Context: an optimization exercise on an open-source flow, tuned for small area and a short achievable clock period. The choices shown serve that exercise and are no tape-out recipe.
No functional check of the RTL was part of any run shown here.
Power figures rest on the tool's default switching activity, not on a simulated workload.

==> design/flow/config.mk <==
export PLATFORM = sky130hd
export DESIGN_NAME = gelu_lut_module
export DESIGN_NICKNAME = gelu_lut_module
export VERILOG_FILES = /design/flow/design.v
export SDC_FILE = /design/flow/constraint.sdc
export NUM_CORES = 4
export LEC_CHECK = 0
export ABC_AREA = 1
export CAP_MARGIN = 70
export CORE_MARGIN = 2
export CORE_UTILIZATION = 40
export SETUP_SLACK_MARGIN = 2.65
export SLEW_MARGIN = 70
export TNS_END_PERCENT = 5
==> design/flow/constraint.sdc <==
create_clock -name core_clock -period 5.0 [get_ports {clk}]
set_input_delay 1.0000 -clock core_clock [delete_from_list [all_inputs] [get_ports {clk}]]
set_output_delay 1.0000 -clock core_clock [all_outputs]
set_load 0.01 [all_outputs]
==> design/flow/design.v <==
`timescale 1ns / 1ps
module gelu_lut_module (
    input                       clk,
    input                       rst_n,
    input                       in_valid,
    input      signed [15:0]    in_data,
    output reg                  out_valid,
    output     signed [10:0]    out_data
);
    reg         v1, s1;
    reg  [9:0]  m1;
    wire [5:0]  c;
    wire [9:0]  xa = in_data[9:0];
    wire [9:0]  lowor;
    genvar gi;
    generate for (gi = 0; gi < 10; gi = gi + 1) begin : g_or
        assign lowor[gi] = |xa[gi:0];
    end endgenerate
    wire [5:0]  pos_lo = s1 ? 6'd0 : m1[5:0];
    wire [4:0]  hi     = s1 ? 5'd0 : {1'b0, m1[9:6]};
    wire [6:0]  dlo    = {1'b0, pos_lo} - {1'b0, c};
    always @(posedge clk or negedge rst_n)
        if (!rst_n) begin v1 <= 1'b0; out_valid <= 1'b0; end
        else begin v1 <= in_valid; out_valid <= v1; end
    always @(posedge clk) begin
        s1 <= in_data[10];
        m1 <= xa ^ ({10{in_data[10]}} & {lowor[8:0], 1'b0});
    end
    reg  [5:0]  lo2;
    reg         b2;
    reg  [4:0]  hi2, hm2;
    always @(posedge clk) begin
        lo2 <= dlo[5:0];
        b2  <= dlo[6];
        hi2 <= hi;
        hm2 <= hi - 5'd1;
    end
    assign out_data = {b2 ? hm2 : hi2, lo2};
    wire [5:0]  cg;
    gelu_c u_c (.a(m1), .y(cg));
    assign c = {cg[5:1], cg[1] ^ cg[0]};
endmodule
module gelu_c (input [9:0] a, output [5:0] y);
  wire n17, n18, n19, n20, n21, n22, n23,
    n24, n25, n26, n27, n28, n29, n30, n31,
    n32, n33, n34, n35, n36, n38, n39, n40,
    n41, n42, n43, n44, n45, n46, n47, n48,
    n49, n50, n52, n53, n54, n55, n56, n57,
    n58, n59, n60, n61, n62, n63, n64, n65,
    n66, n67, n68, n69, n70, n71, n72, n73,
    n74, n75, n76, n77, n78, n79, n80, n81,
    n82, n83, n84, n85, n86, n87, n88, n89,
    n90, n91, n92, n93, n94, n95, n97, n98,
    n99, n100, n101, n102, n103, n104, n105,
    n106, n107, n108, n109, n110, n111, n112,
    n113, n114, n115, n116, n117, n118, n119,
    n120, n121, n122, n123, n124, n125, n126,
    n127, n128, n129, n130, n131, n132, n133,
    n134, n135, n136, n137, n138, n139, n140,
    n141, n142, n143, n144, n145, n146, n147,
    n148, n150, n151, n152, n153, n154, n155,
    n156, n157, n158, n159, n160, n161, n162,
    n163, n164, n165, n166, n167, n168, n169,
    n170, n171, n172, n173, n174, n175, n176,
    n177, n178, n179, n180, n181, n182, n183,
    n184, n185, n186, n187, n188, n189, n190,
    n191, n192, n193, n194, n195, n196, n197,
    n198, n199, n200, n201, n202, n203, n204,
    n205, n206, n207, n208, n210, n211, n212,
    n213, n214, n215, n216, n217, n218, n219,
    n220, n221, n222, n223, n224, n225, n226,
    n227, n228, n229, n230, n231, n232, n233,
    n234, n235, n236, n237, n238, n239, n240,
    n241, n242, n243, n244, n245, n246, n247,
    n248, n249, n250, n251, n252, n253, n254,
    n255, n256, n257, n258, n259, n260, n261,
    n262, n263, n264, n265, n266, n267, n268,
    n269, n270, n271, n272, n273;
  assign n17 = a[8] & a[7];
  assign n18 = ~a[8] & ~a[6];
  assign n19 = a[8] & a[5];
  assign n20 = ~a[8] & ~a[4];
  assign n21 = a[1] & a[0];
  assign n22 = ~a[3] & ~a[2];
  assign n23 = ~n21 & n22;
  assign n24 = a[4] & ~n23;
  assign n25 = a[8] & n24;
  assign n26 = a[2] & a[1];
  assign n27 = ~a[3] & ~n26;
  assign n28 = ~a[8] & n27;
  assign n29 = ~n20 & ~n28;
  assign n30 = ~n25 & n29;
  assign n31 = ~a[5] & ~n30;
  assign n32 = ~n19 & ~n31;
  assign n33 = a[6] & ~n32;
  assign n34 = ~n18 & ~n33;
  assign n35 = ~a[7] & ~n34;
  assign n36 = ~a[9] & ~n17;
  assign y[5] = ~n35 & n36;
  assign n38 = ~a[4] & n23;
  assign n39 = a[5] & ~n38;
  assign n40 = ~n33 & ~n39;
  assign n41 = n35 & ~n40;
  assign n42 = a[0] & n26;
  assign n43 = ~a[3] & ~n42;
  assign n44 = a[4] & ~n43;
  assign n45 = a[8] & ~a[5];
  assign n46 = ~n44 & n45;
  assign n47 = a[6] & ~n46;
  assign n48 = a[7] & ~n47;
  assign n49 = ~n18 & n48;
  assign n50 = ~n41 & ~n49;
  assign y[4] = ~a[9] & ~n50;
  assign n52 = ~a[2] & ~a[1];
  assign n53 = ~a[3] & n52;
  assign n54 = a[4] & ~n53;
  assign n55 = ~a[4] & ~a[3];
  assign n56 = ~a[0] & n52;
  assign n57 = n55 & n56;
  assign n58 = ~n54 & ~n57;
  assign n59 = ~a[8] & n55;
  assign n60 = a[8] & n54;
  assign n61 = ~n59 & ~n60;
  assign n62 = ~a[5] & ~n58;
  assign n63 = ~n61 & n62;
  assign n64 = ~a[6] & ~n19;
  assign n65 = ~n63 & n64;
  assign n66 = n48 & ~n65;
  assign n67 = ~a[1] & ~a[0];
  assign n68 = a[2] & ~n67;
  assign n69 = a[3] & n68;
  assign n70 = ~a[4] & ~n69;
  assign n71 = a[8] & ~n70;
  assign n72 = ~a[5] & ~n71;
  assign n73 = ~n20 & n72;
  assign n74 = ~n24 & ~n57;
  assign n75 = ~a[8] & ~n74;
  assign n76 = ~n59 & ~n75;
  assign n77 = a[3] & ~n52;
  assign n78 = ~a[8] & ~n77;
  assign n79 = ~n38 & n78;
  assign n80 = a[5] & ~n79;
  assign n81 = ~n76 & n80;
  assign n82 = ~n73 & ~n81;
  assign n83 = ~a[6] & ~n82;
  assign n84 = ~a[7] & ~n33;
  assign n85 = ~n83 & n84;
  assign n86 = ~n66 & ~n85;
  assign n87 = ~a[9] & ~n86;
  assign n88 = a[3] & ~n56;
  assign n89 = a[4] & n88;
  assign n90 = ~a[8] & ~n89;
  assign n91 = a[5] & ~n90;
  assign n92 = ~a[7] & ~a[6];
  assign n93 = ~n45 & n92;
  assign n94 = ~n91 & n93;
  assign n95 = a[9] & ~n94;
  assign y[3] = ~n87 & ~n95;
  assign n97 = ~a[4] & n53;
  assign n98 = ~a[5] & n97;
  assign n99 = n94 & ~n98;
  assign n100 = a[9] & ~n99;
  assign n101 = a[5] & n61;
  assign n102 = ~a[4] & n43;
  assign n103 = n31 & ~n102;
  assign n104 = ~n101 & ~n103;
  assign n105 = a[6] & ~n104;
  assign n106 = n20 & n76;
  assign n107 = n72 & ~n89;
  assign n108 = ~n106 & n107;
  assign n109 = a[4] & n77;
  assign n110 = a[3] & n26;
  assign n111 = ~a[4] & ~n110;
  assign n112 = ~n23 & n111;
  assign n113 = ~n109 & ~n112;
  assign n114 = ~a[8] & ~n113;
  assign n115 = ~n60 & ~n114;
  assign n116 = a[5] & ~n115;
  assign n117 = ~a[6] & ~n108;
  assign n118 = ~n116 & n117;
  assign n119 = ~a[7] & ~n105;
  assign n120 = ~n118 & n119;
  assign n121 = ~a[2] & ~n21;
  assign n122 = a[3] & ~n121;
  assign n123 = ~a[4] & ~n122;
  assign n124 = n27 & ~n56;
  assign n125 = n123 & ~n124;
  assign n126 = n43 & ~n56;
  assign n127 = ~n69 & ~n126;
  assign n128 = a[4] & ~n127;
  assign n129 = ~a[8] & ~n125;
  assign n130 = ~n128 & n129;
  assign n131 = ~n90 & ~n130;
  assign n132 = a[5] & ~n25;
  assign n133 = n131 & n132;
  assign n134 = ~n63 & ~n133;
  assign n135 = ~a[6] & ~n134;
  assign n136 = ~a[3] & ~n68;
  assign n137 = ~a[4] & n136;
  assign n138 = ~a[8] & ~n137;
  assign n139 = a[8] & n137;
  assign n140 = ~a[5] & ~n44;
  assign n141 = ~n138 & n140;
  assign n142 = ~n139 & n141;
  assign n143 = ~a[8] & ~n142;
  assign n144 = n47 & ~n143;
  assign n145 = a[7] & ~n144;
  assign n146 = ~n135 & n145;
  assign n147 = ~a[9] & ~n120;
  assign n148 = ~n146 & n147;
  assign y[2] = n100 | n148;
  assign n150 = a[4] & n122;
  assign n151 = ~a[8] & ~n97;
  assign n152 = ~n150 & n151;
  assign n153 = ~a[6] & ~a[5];
  assign n154 = ~n152 & n153;
  assign n155 = a[6] & n131;
  assign n156 = n18 & n89;
  assign n157 = a[5] & ~n156;
  assign n158 = ~a[7] & ~n154;
  assign n159 = ~n157 & n158;
  assign n160 = ~n155 & n159;
  assign n161 = a[9] & ~n160;
  assign n162 = ~a[8] & n136;
  assign n163 = a[4] & ~n162;
  assign n164 = a[3] & a[2];
  assign n165 = a[8] & n164;
  assign n166 = ~n163 & ~n165;
  assign n167 = a[5] & ~n166;
  assign n168 = ~n142 & ~n167;
  assign n169 = a[6] & ~n168;
  assign n170 = ~a[5] & ~n60;
  assign n171 = ~n75 & n170;
  assign n172 = ~n133 & ~n171;
  assign n173 = a[8] & n97;
  assign n174 = ~a[6] & ~n173;
  assign n175 = ~n172 & n174;
  assign n176 = ~n169 & ~n175;
  assign n177 = a[7] & ~n176;
  assign n178 = ~n26 & n88;
  assign n179 = ~n136 & ~n178;
  assign n180 = a[4] & ~n179;
  assign n181 = ~a[4] & ~a[2];
  assign n182 = ~a[8] & ~n181;
  assign n183 = ~n180 & n182;
  assign n184 = n72 & ~n183;
  assign n185 = a[8] & ~n58;
  assign n186 = ~n22 & ~n77;
  assign n187 = a[4] & ~n186;
  assign n188 = ~a[4] & ~n121;
  assign n189 = ~n178 & n188;
  assign n190 = ~a[8] & ~n187;
  assign n191 = ~n189 & n190;
  assign n192 = a[5] & ~n185;
  assign n193 = ~n191 & n192;
  assign n194 = ~a[6] & ~n193;
  assign n195 = ~n184 & n194;
  assign n196 = ~n45 & ~n101;
  assign n197 = ~n24 & ~n38;
  assign n198 = ~n196 & n197;
  assign n199 = ~a[8] & ~a[5];
  assign n200 = ~n27 & n199;
  assign n201 = ~n110 & n200;
  assign n202 = ~n102 & n201;
  assign n203 = a[6] & ~n202;
  assign n204 = ~n198 & n203;
  assign n205 = ~a[7] & ~n195;
  assign n206 = ~n204 & n205;
  assign n207 = ~n177 & ~n206;
  assign n208 = ~a[9] & ~n207;
  assign y[1] = ~n161 & ~n208;
  assign n210 = ~n44 & ~n97;
  assign n211 = a[8] & ~n210;
  assign n212 = ~a[3] & a[0];
  assign n213 = a[4] & ~n212;
  assign n214 = ~a[2] & n213;
  assign n215 = ~n26 & ~n52;
  assign n216 = ~n213 & ~n215;
  assign n217 = ~a[8] & ~n214;
  assign n218 = ~n216 & n217;
  assign n219 = ~n211 & ~n218;
  assign n220 = ~a[6] & ~n219;
  assign n221 = ~n53 & n79;
  assign n222 = a[8] & ~n150;
  assign n223 = ~n123 & n222;
  assign n224 = a[6] & ~n221;
  assign n225 = ~n223 & n224;
  assign n226 = ~a[5] & ~n225;
  assign n227 = ~n220 & n226;
  assign n228 = ~a[4] & ~n77;
  assign n229 = n222 & ~n228;
  assign n230 = ~a[6] & ~n229;
  assign n231 = ~n130 & n230;
  assign n232 = ~n109 & ~n228;
  assign n233 = a[8] & ~n232;
  assign n234 = ~n23 & n70;
  assign n235 = n90 & ~n234;
  assign n236 = ~n233 & ~n235;
  assign n237 = a[6] & ~n236;
  assign n238 = a[5] & ~n231;
  assign n239 = ~n237 & n238;
  assign n240 = ~n227 & ~n239;
  assign n241 = ~a[7] & ~n240;
  assign n242 = a[5] & n138;
  assign n243 = ~a[5] & n111;
  assign n244 = a[5] & ~n57;
  assign n245 = ~n44 & n244;
  assign n246 = ~n243 & ~n245;
  assign n247 = a[8] & ~n246;
  assign n248 = a[6] & ~n242;
  assign n249 = ~n247 & n248;
  assign n250 = a[4] & n164;
  assign n251 = ~n228 & ~n250;
  assign n252 = n19 & ~n251;
  assign n253 = ~a[4] & ~n88;
  assign n254 = ~a[8] & ~n253;
  assign n255 = ~n233 & ~n254;
  assign n256 = ~a[5] & ~n255;
  assign n257 = ~a[6] & ~n252;
  assign n258 = ~n256 & n257;
  assign n259 = ~n249 & ~n258;
  assign n260 = a[7] & ~n259;
  assign n261 = ~a[9] & ~n260;
  assign n262 = ~n241 & n261;
  assign n263 = ~a[5] & n228;
  assign n264 = a[5] & n24;
  assign n265 = a[6] & ~n263;
  assign n266 = ~n264 & n265;
  assign n267 = a[5] & ~n228;
  assign n268 = ~a[6] & ~n243;
  assign n269 = ~n267 & n268;
  assign n270 = ~n266 & ~n269;
  assign n271 = a[9] & ~a[8];
  assign n272 = ~a[7] & n271;
  assign n273 = ~n270 & n272;
  assign y[0] = n262 | n273;
endmodule
==> design/flow/flow/run.sh <==
#!/bin/bash
set -euo pipefail
args=()
while IFS= read -r line || [[ -n "$line" ]]; do
  [[ -z "$line" || "$line" == \#* ]] && continue
  args+=("$line")
done < flow/make_args.txt
bash standard.sh "${args[@]}" finish > run_make.log 2>&1
==> design/flow/flow/make_args.txt <==
ADDER_MAP_FILE=
BUFFER_PORTS_ARGS=-buffer_cell sky130_fd_sc_hd__buf_1
CTS_ARGS=-sink_clustering_enable -repair_clock_nets -dont_use_dummy_load
==> design/flow/standard.sh <==
#!/bin/bash
# synth_recipe.tcl (not shown) runs the flow's synth.tcl, then flattens the netlist and writes it again
# the make line also repeats each setting of config.mk as NAME=value (left out here)
make -C /OpenROAD-flow-scripts/flow DESIGN_CONFIG=/design/flow/config.mk WORK_HOME=/design/flow/orfs CLKGATE_MAP_FILE= SYNTH_SCRIPT=/design/flow/synth_recipe.tcl "${@:-finish}"
==> summary.md, run 1 <==
| Metric | Value |
|---|---|
| WL met1 | `2820 um` |
| Worst-Skew Late Latency | `280 ps` |
| Worst setup EP type | `register` |
| Post-route setup slack | `roughly 2700 ps` |
| Vias per cell | `5.41` |
| CP max stage cell | `dfxtp_4` |
| Dpl ws | `2550 ps` |
| Critical path class | `reg -> reg` |
| Most used cell, CP | `nand2_1` |
| Global placement routability congestion | `0.904` |
| Fin nets | `450` |
| Final WL | `6900 um` |
| Die X | `a little under 80 um` |
| Detailed-route via count | `roughly 2700` |
| Complex-gate fraction of the synthesized area | `0.116` |
| Syn. warnings | `1` |
| Synthesized-area fraction occupied by adder cells | `0` |
| Antenna violations before repair | `0` |
| Filler cell count | `540` |
| VDD IR max | `between 0.2 and 0.25 mV` |
| EDFF count, synth | `0` |
| Setup Viol. Count Final | `0` |
| CORE AREA | `~0.0055 sq mm` |
| Most used DFF post-synth | `dfxtp_1` |
| Fin cells | `501` |
| Synth async-reset ratio | `0.0690` |
| Status | `finished clean` |
| Most frequent cells in the layout | `nand2_1, nand3_1, nor2_1, inv_1` |
| CP max stage delay | `500 ps` |
| IO Port Bufs | `25` |
| DRC | `0` |
| # hold bufs at CTS | `0` |
| Final slew viol count | `0` |
| Slew HR | `0.749` |
| Yosys top cell area share | `0.237` |
| Layout cells sized above 1 | `0.263` |
| Most common cell after layout, fill and taps aside | `nand2_1` |
| PwrDens | `335 mW/mm^2` |
| Min cycle time layout | `between 2000 and 2500 ps` |
| Cell count after synthesis | `387` |
| Pre-Repair DR Iteration Count | `6` |
| Clk root buf | `clkbuf_8` |
| Worst EP required | `5210 ps` |
| Initial Util | `0.414` |
| Die height | `79.5 um` |
| Crit share post-route | `0.455` |
| Hold Path Class | `reg -> reg` |
| Leakage power | `around 1.4 nW` |
| Max-cap viol count | `0` |
| Synth area leader | `dfxtp_1` |
| HPWL after DPL | `~4600 um` |
| Peak Freq | `approximately 440 MHz` |
| Synth top area cells | `dfxtp_1, nand2_1, nand3_1, inv_1, nor2_1` |
| Routed len/inst | `about 14 um` |
| Distinct cells, synth | `37` |
| DP Cell Count | `470` |
| Mux cell area share after synthesis | `0.0198` |
| Htree depth | `2` |
| CP Data Arrival Time | `2490 ps` |
| Skew final | `roughly 11 ps` |
| FF+latch count, synth | `29` |
| Crit-path max FO | `18` |
| Mapped Area | `between 0.002 and 0.0025 sq mm` |
| CTS tree | `done` |
| Largest net degree at the start of global routing | `21` |
| Metal3 WL | `599 um` |
| Site Rows | `27` |
| Total CTS buffers | `5` |
| First-pass GRT wire length | `between 10000 and 15000 um` |
| Post-synthesis simple-gate area fraction | `0.456` |
| Syn Nets | `406` |
| Xor-xnor portion of the synthesized cell area | `0.0500` |
| Setup TNS | `0 ps` |
| Remaining Overflow, GRT | `0` |
| Highest routed layer | `met4` |
| Tightest Pin Transition | `roughly 380 ps` |
| Total Routing Usage GR | `0.214` |
| Synth-to-layout area growth | `27.3%` |
| RSZ-0062 raised after global routing | `true` |
| CP Launch Type | `register` |
| Sequential area share after synthesis | `0.259` |
| Met2 WL post-DR | `~3200 um` |
| Register area | `around 620 sq um` |
| Worst path bufs/invs | `3` |
| Number of global-route vias before repair | `about 2400` |
| DR iter-0 viols | `about 370` |
| Die ar. | `between 0.006 and 0.007 sq mm` |
| Clock-pin transition on the worst setup and hold timing paths | `about 60 ps` |
| Placed inst area | `between 0.002 and 0.0025 sq mm` |
| Number of I/O pins | `31` |
| Syn_area_per_cell | `~5.9 sq um` |
| Antenna Nets Post-Route | `0` |
| Number of antenna diodes | `0` |
| Post-route design area | `slightly below 0.003 sq mm` |
| Clock buffer depth | `2` |
| Final Hold Viols | `0` |
| Largest family of logic cells by synthesized area | `simple AND/OR/NAND/NOR gates` |
| Critical path's top delay family | `simple AND/OR/NAND/NOR gates` |
| Clock Sinks | `29` |
| Cell Chain, Critical Path | `clkinvlp_4, buf_4, nand2_1, a31o_1, nand2_1, nor2_1, o21ai_2, nand4_4, nand2_2, buf_4, nor2_4, nand2_1, nand2_1, xor2_1` |
| Area occupied by multi-input gates | `roughly 0.0017 sq mm` |
[worst reg2reg max path, delay by kind of cell (launching register included)]
family	cells	cell delay (ps)
compound gates	2	230
xor+xnor	1	130
buf+inv	3	620
flops	1	500
simple gates	8	730
[path summary, 6_finish.rpt]
path,cells after the start,end,startpoint,slack [ps]
worst max register to register,14,lo2[3],m1[5],2720
worst max-delay path,14,lo2[3],m1[5],2720
worst min-delay path,0,out_valid,v1,350
worst min register to register,0,out_valid,v1,350
min in group asynchronous,1,out_valid,rst_n,490
max in group asynchronous,1,v1,rst_n,4380
[routing by layer]
| metal | up-vias | global-route usage |
|---|---|---|
| met2 | 150 | 0.361 |
| met1 | 1194 | 0.268 |
| met4 | 0 | 0.0845 |
| li1 | 1327 | - |
| met3 | 38 | 0.0407 |
| met5 | - | 0 |
[what timing repair did]
item | CTS | global route
endpoints found under the hold margin | 0 | 0
setup buffers | 3 | 23
resized for setup | 6 | 68
endpoints found under the setup margin | 4 | 6
pin swaps | 0 | 22
[synth_stat cells, types with 5 or more instances]
| cell type | n |
|---|---|
| a21oi_1 | 15 |
| buf_2 | 5 |
| clkbuf_1 | 5 |
| dfxtp_1 | 27 |
| inv_1 | 33 |
| inv_2 | 6 |
| nand2_1 | 135 |
| nand2_2 | 11 |
| nand3_1 | 49 |
| nor2_1 | 32 |
| o21ai_0 | 11 |
| o21ai_1 | 8 |
| xnor2_1 | 8 |
| xor2_1 | 5 |
[cell type report]
class / instances / share of cell area
inverter: 41 / 0.0582
multi-input combinational: 303 / 0.573
sequential: 29 / 0.213
tap: 72 / 0.0311
timing repair buffer: 51 / 0.101
clock buffer: 5 / 0.0237
[through the flow]
stage	utilization	total power, W	hold WS [ps]
2_1_floorplan	-	0.000609	331
6_report	0.527	0.000973	350
4_1_cts	0.454	0.000873	353
3_5_place_dp	0.435	0.000700	339
3_3_place_gp	0.434	0.000697	338
5_1_grt	0.527	0.00105	380
[power breakdown]
| group | internal (W) | leakage [nW] | switching [W] | total, W |
|---|---|---|---|---|
| Combinational | 0.000190 | 1.13 | 0.000295 | 0.000485 |
| Sequential | 0.000278 | 0.253 | 0.0000474 | 0.000325 |
| Clock | 0.0000889 | 0.0359 | 0.0000740 | 0.000163 |
[state kept, by name (all words and copies together) (netlist names)]
name and cells:
m1 10, lo2 6, hm2 5, hi2 4, b2 1, out_valid 1
s1 1, v1 1
[kinds of logic (layout without fill, tap and decap cells)]
logic type,after synthesis,after routing
multiplexers,4,4
AO/OA/AOI/OAI,46,46
buffers and inverters,55,97
flip-flops,29,29
XOR/XNOR,13,13
AND/OR/NAND/NOR,240,240
==> inputs of run 2 (changes only) <==
--- a/design/flow/config.mk
+++ b/design/flow/config.mk
@@ -11,3 +11,3 @@
 export CORE_UTILIZATION = 40
-export SETUP_SLACK_MARGIN = 2.65
+export SETUP_SLACK_MARGIN = 2.75
 export SLEW_MARGIN = 70
==> summary.md, run 2 <==
| Metric | Value |
|---|---|
| Clock buffer depth | `2 (unchanged)` |
| Die X | `79.5 um (unchanged)` |
| Top flop regs | `m1 (10), lo2 (6), hm2 (5)` |
| Cell count after synthesis | `387 (unchanged)` |
| Synth async-reset ratio | `0.0690 (unchanged)` |
| Highest routed layer | `met4` |
| DP Cell Count | `470 (unchanged)` |
| Site Rows | `27 (unchanged)` |
| Critical path class | `reg -> reg` |
| Tightest Pin Transition | `393 ps (+17.2 ps)` |
| Leakage power | `1.45 nW (+1.7%)` |
| Placed inst area | `0.00240 sq mm (unchanged)` |
| Synth top area cells | `dfxtp_1, nand2_1, nand3_1, inv_1, nor2_1` |
| Antenna Nets Post-Route | `0 (unchanged)` |
| Crit-path max FO | `6 (-12)` |
| WL met1 | `2880 um (+2.1%)` |
| Yosys top cell area share | `0.237 (unchanged)` |
| Syn Nets | `406 (unchanged)` |
| Status | `finished clean` |
| Clk root buf | `clkbuf_8` |
| DRC | `0 (unchanged)` |
| R2r startpoint | `m1[3]` |
| Detailed-route via count | `2756 (+1.7%)` |
| CP max stage cell | `dfxtp_4` |
| Syn_area_per_cell | `5.89 sq um (unchanged)` |
| Worst EP required | `5170 ps (-40 ps)` |
| Most used DFF post-synth | `dfxtp_1` |
| Synth-to-layout area growth | `30.7%` |
| Global placement routability congestion | `0.904 (unchanged)` |
| Sequential area share after synthesis | `0.259 (unchanged)` |
| PwrDens | `335 mW/mm^2 (-0.26%)` |
| Peak Freq | `452 MHz (+2.9%)` |
| CP Launch Type | `register` |
| Largest net degree at the start of global routing | `21 (unchanged)` |
| Post-synth top cells | `nand2_1, nand3_1, inv_1` |
| Max FFs per register | `10 (unchanged)` |
| Post-route setup slack | `2790 ps (+64.5 ps)` |
| CP max stage delay | `390 ps (-110 ps)` |
| Antenna violations before repair | `0 (unchanged)` |
| Fin cells | `504 (+0.60%)` |
| Clock Sinks | `29 (unchanged)` |
| Critical path's top delay family | `simple AND/OR/NAND/NOR gates` |
| DR iter-0 viols | `440 (+18%)` |
| Initial Util | `0.414 (unchanged)` |
| Skew final | `10.1 ps (-0.557 ps)` |
| Final Hold Viols | `0 (unchanged)` |
| Worst path bufs/invs | `2 (-1)` |
| VDD IR max | `0.216 mV (+1.5%)` |
| Filler cell count | `535 (-0.93%)` |
| Die height | `79.5 um (unchanged)` |
| Die ar. | `0.00632 sq mm (unchanged)` |
| Setup TNS | `0 ps (unchanged)` |
| Setup Viol. Count Final | `0 (unchanged)` |
| Final WL | `7100 um (+2.9%)` |
| Slew HR | `0.738 (-0.0115)` |
| Reg2reg setup slack | `2790 ps (+60 ps)` |
| First-pass GRT wire length | `10900 um (+0.96%)` |
| Hold Path Class | `reg -> reg` |
| Worst-Skew Late Latency | `280 ps (about the same)` |
| Area occupied by multi-input gates | `0.00171 sq mm (+3.2%)` |
| Crit share post-route | `0.442 (-0.0129)` |
| CORE AREA | `0.00551 sq mm (unchanged)` |
| Pre-Repair DR Iteration Count | `5 (-1)` |
| Number of I/O pins | `31 (unchanged)` |
| Remaining Overflow, GRT | `0 (unchanged)` |
| Register area | `618 sq um (unchanged)` |
| Most common cell after layout, fill and taps aside | `nand2_1` |
| Number of antenna diodes | `0 (unchanged)` |
| Dpl ws | `2550 ps (unchanged)` |
| CP Data Arrival Time | `2390 ps (-100 ps)` |
| Most frequent cells in the layout | `nand2_1, nand3_1, nand2_2, nor2_1, buf_4` |
| Total CTS buffers | `5 (unchanged)` |
| Worst setup path startpoint | `m1[3]` |
| HPWL after DPL | `4640 um (unchanged)` |
| EDFF count, synth | `0 (unchanged)` |
| Min cycle time layout | `2210 ps (-64.5 ps)` |
| RSZ-0062 raised after global routing | `true` |
| Total Routing Usage GR | `0.217 (+0.00309)` |
| Max-cap viol count | `0 (unchanged)` |
| Routed len/inst | `14.1 um (+2.3%)` |
| Clock-pin transition on the worst setup and hold timing paths | `60 ps (about the same)` |
| Syn. warnings | `1 (unchanged)` |
| IO Port Bufs | `25 (unchanged)` |
| Finished Core Util | `0.541 (+0.0141)` |
| Htree depth | `2 (unchanged)` |
| Reg2Reg Depth | `21 (+7)` |
| Post-route design area | `0.00298 sq mm (+2.7%)` |
| Reg2reg end | `lo2[5]` |
| # hold bufs at CTS | `0 (unchanged)` |
| CTS tree | `done` |
| Vias per cell | `5.47 (+1.1%)` |
| Worst setup EP type | `register` |
| Cell Chain, Critical Path | `buf_6, nor2_4, nand3_4, nand2_2, nand2_2, nand2_2, nand3_1, nand2_1, nand2_1, nand2_2, nand2_2, nand2_2, o21ai_2, nand2_2, inv_2, nand2_1, nor2_1, nor2_1, nand2_1, nand2_1, nand2_1` |
| Met2 WL post-DR | `3440 um (+7.8%)` |
| Mapped Area | `0.00228 sq mm (unchanged)` |
| Worst Setup EP | `lo2[5]` |
| Layout cells sized above 1 | `0.294 (+0.0306)` |
| Most used cell, CP | `nand2_2` |
| Number of global-route vias before repair | `2369 (+0.64%)` |
| CP Depth | `21 (+7)` |
| Final slew viol count | `0 (unchanged)` |
| Most common cell in the synthesized netlist | `nand2_1` |
| Synth area leader | `dfxtp_1` |
| Metal3 WL | `564 um (-5.8%)` |
| FF+latch count, synth | `29 (unchanged)` |
| Distinct cells, synth | `37 (unchanged)` |
| Top reg by flops | `m1` |
| Fin nets | `453 (+0.67%)` |
-- run 2: cell counts after synthesis --
No cell type changed its count.
-- run 2: metal layers --
layer,vias up,GRT usage
li1,1340,-
met1,1221,0.270
met3,31,0.0407
met2,164,0.371
met5,-,0
met4,0,0.0810
-- run 2: final cells by class --
| cell class | instances | share of cell area |
|---|---|---|
| clock buffers | 5 | 0.0231 |
| multi-input cells | 303 | 0.576 |
| repair buffers | 54 | 0.107 |
| well taps | 72 | 0.0303 |
| flip-flops and latches | 29 | 0.208 |
| inverters | 41 | 0.0567 |
-- run 2: stage by stage --
step / hold slack [ps] / power [W]
after global placement: 338 / 0.000697
final: 350 / 0.000996
after detailed placement: 339 / 0.000700
after global routing: 380 / 0.00107
after CTS: 353 / 0.000882
after floorplan: 331 / 0.000609
-- run 2: cell families (layout without fill, tap and decap cells) --
| logic type | after synthesis | in the layout | synth area share |
|---|---|---|---|
| AO/OA/AOI/OAI | 46 | 46 | 0.116 |
| XOR/XNOR | 13 | 13 | 0.0500 |
| buffers and inverters | 55 | 100 | 0.0988 |
| flip-flops | 29 | 29 | 0.259 |
| multiplexers | 4 | 4 | 0.0198 |
| AND/OR/NAND/NOR | 240 | 240 | 0.456 |
-- run 2: worst register-to-register path, cell delays in order, from the launching register on --
cell	delay, ps
dfxtp_4	390
buf_6	160
nor2_4	130
nand3_4	110
nand2_2	90
nand2_2	60
nand2_2	90
nand3_1	70
nand2_1	70
nand2_1	70
nand2_2	100
nand2_2	60
nand2_2	60
o21ai_2	50
nand2_2	130
inv_2	60
nand2_1	70
nor2_1	40
nor2_1	140
nand2_1	70
nand2_1	50
nand2_1	40
-- run 2: worst min path at each step --
stage / startpoint / to / slack (ps) / cells after the start
CTS: v1 / out_valid / 350 / 0
detailed placement: v1 / out_valid / 340 / 0
global route: v1 / out_valid / 380 / 0
floorplan: v1 / out_valid / 330 / 0
global placement: v1 / out_valid / 340 / 0
finish: v1 / out_valid / 350 / 0
-- run 2: power by group --
group          internal, W  switching, W
sequential        0.000278     0.0000444
combinational     0.000202      0.000309
clock            0.0000889     0.0000743
total             0.000569      0.000428
-- run 2: what timing repair did --
action,in CTS,in global routing
pin swaps,0,31
resized for setup,15,74
setup buffers,6,23
setup endpoints to repair,5,8

==> what the ideal ports hide <==
The flow's constraints put no driver on any port. The routed layouts listed below were extracted and timed again, unchanged, in two steps.
Step 1 sets driving cells, clkbuf_16 on the clock port and buf_2 on the other inputs (assumed; they add their load-dependent delay and slew).
Step 2 adds t to the input delays and takes it off the output delays; t is the mean of the earliest and latest rising clock arrival at the registers after step 1. Input paths then give back, and output paths get back, about the clock's delay inside the block.
Slacks: no drivers / after step 1 / after step 2; pairs: no drivers / after step 1.
| run | t (ns) | setup slack, ns | latest minus earliest clock arrival (ns) | worst register clock-pin slew, ns |
|---|---|---|---|---|
| run 1 | 0.302 | 2.723 / 2.723 / 2.650 | 0.011 / 0.011 | 0.06 / 0.06 |
| run 2 | 0.302 | 2.788 / 2.788 / 2.650 | 0.011 / 0.011 | 0.06 / 0.06 |
After both steps every run listed still meets setup and hold. The setup slack of run 2, which loses most, moves by 0.000 ns with the drivers and by -0.138 ns with both steps.
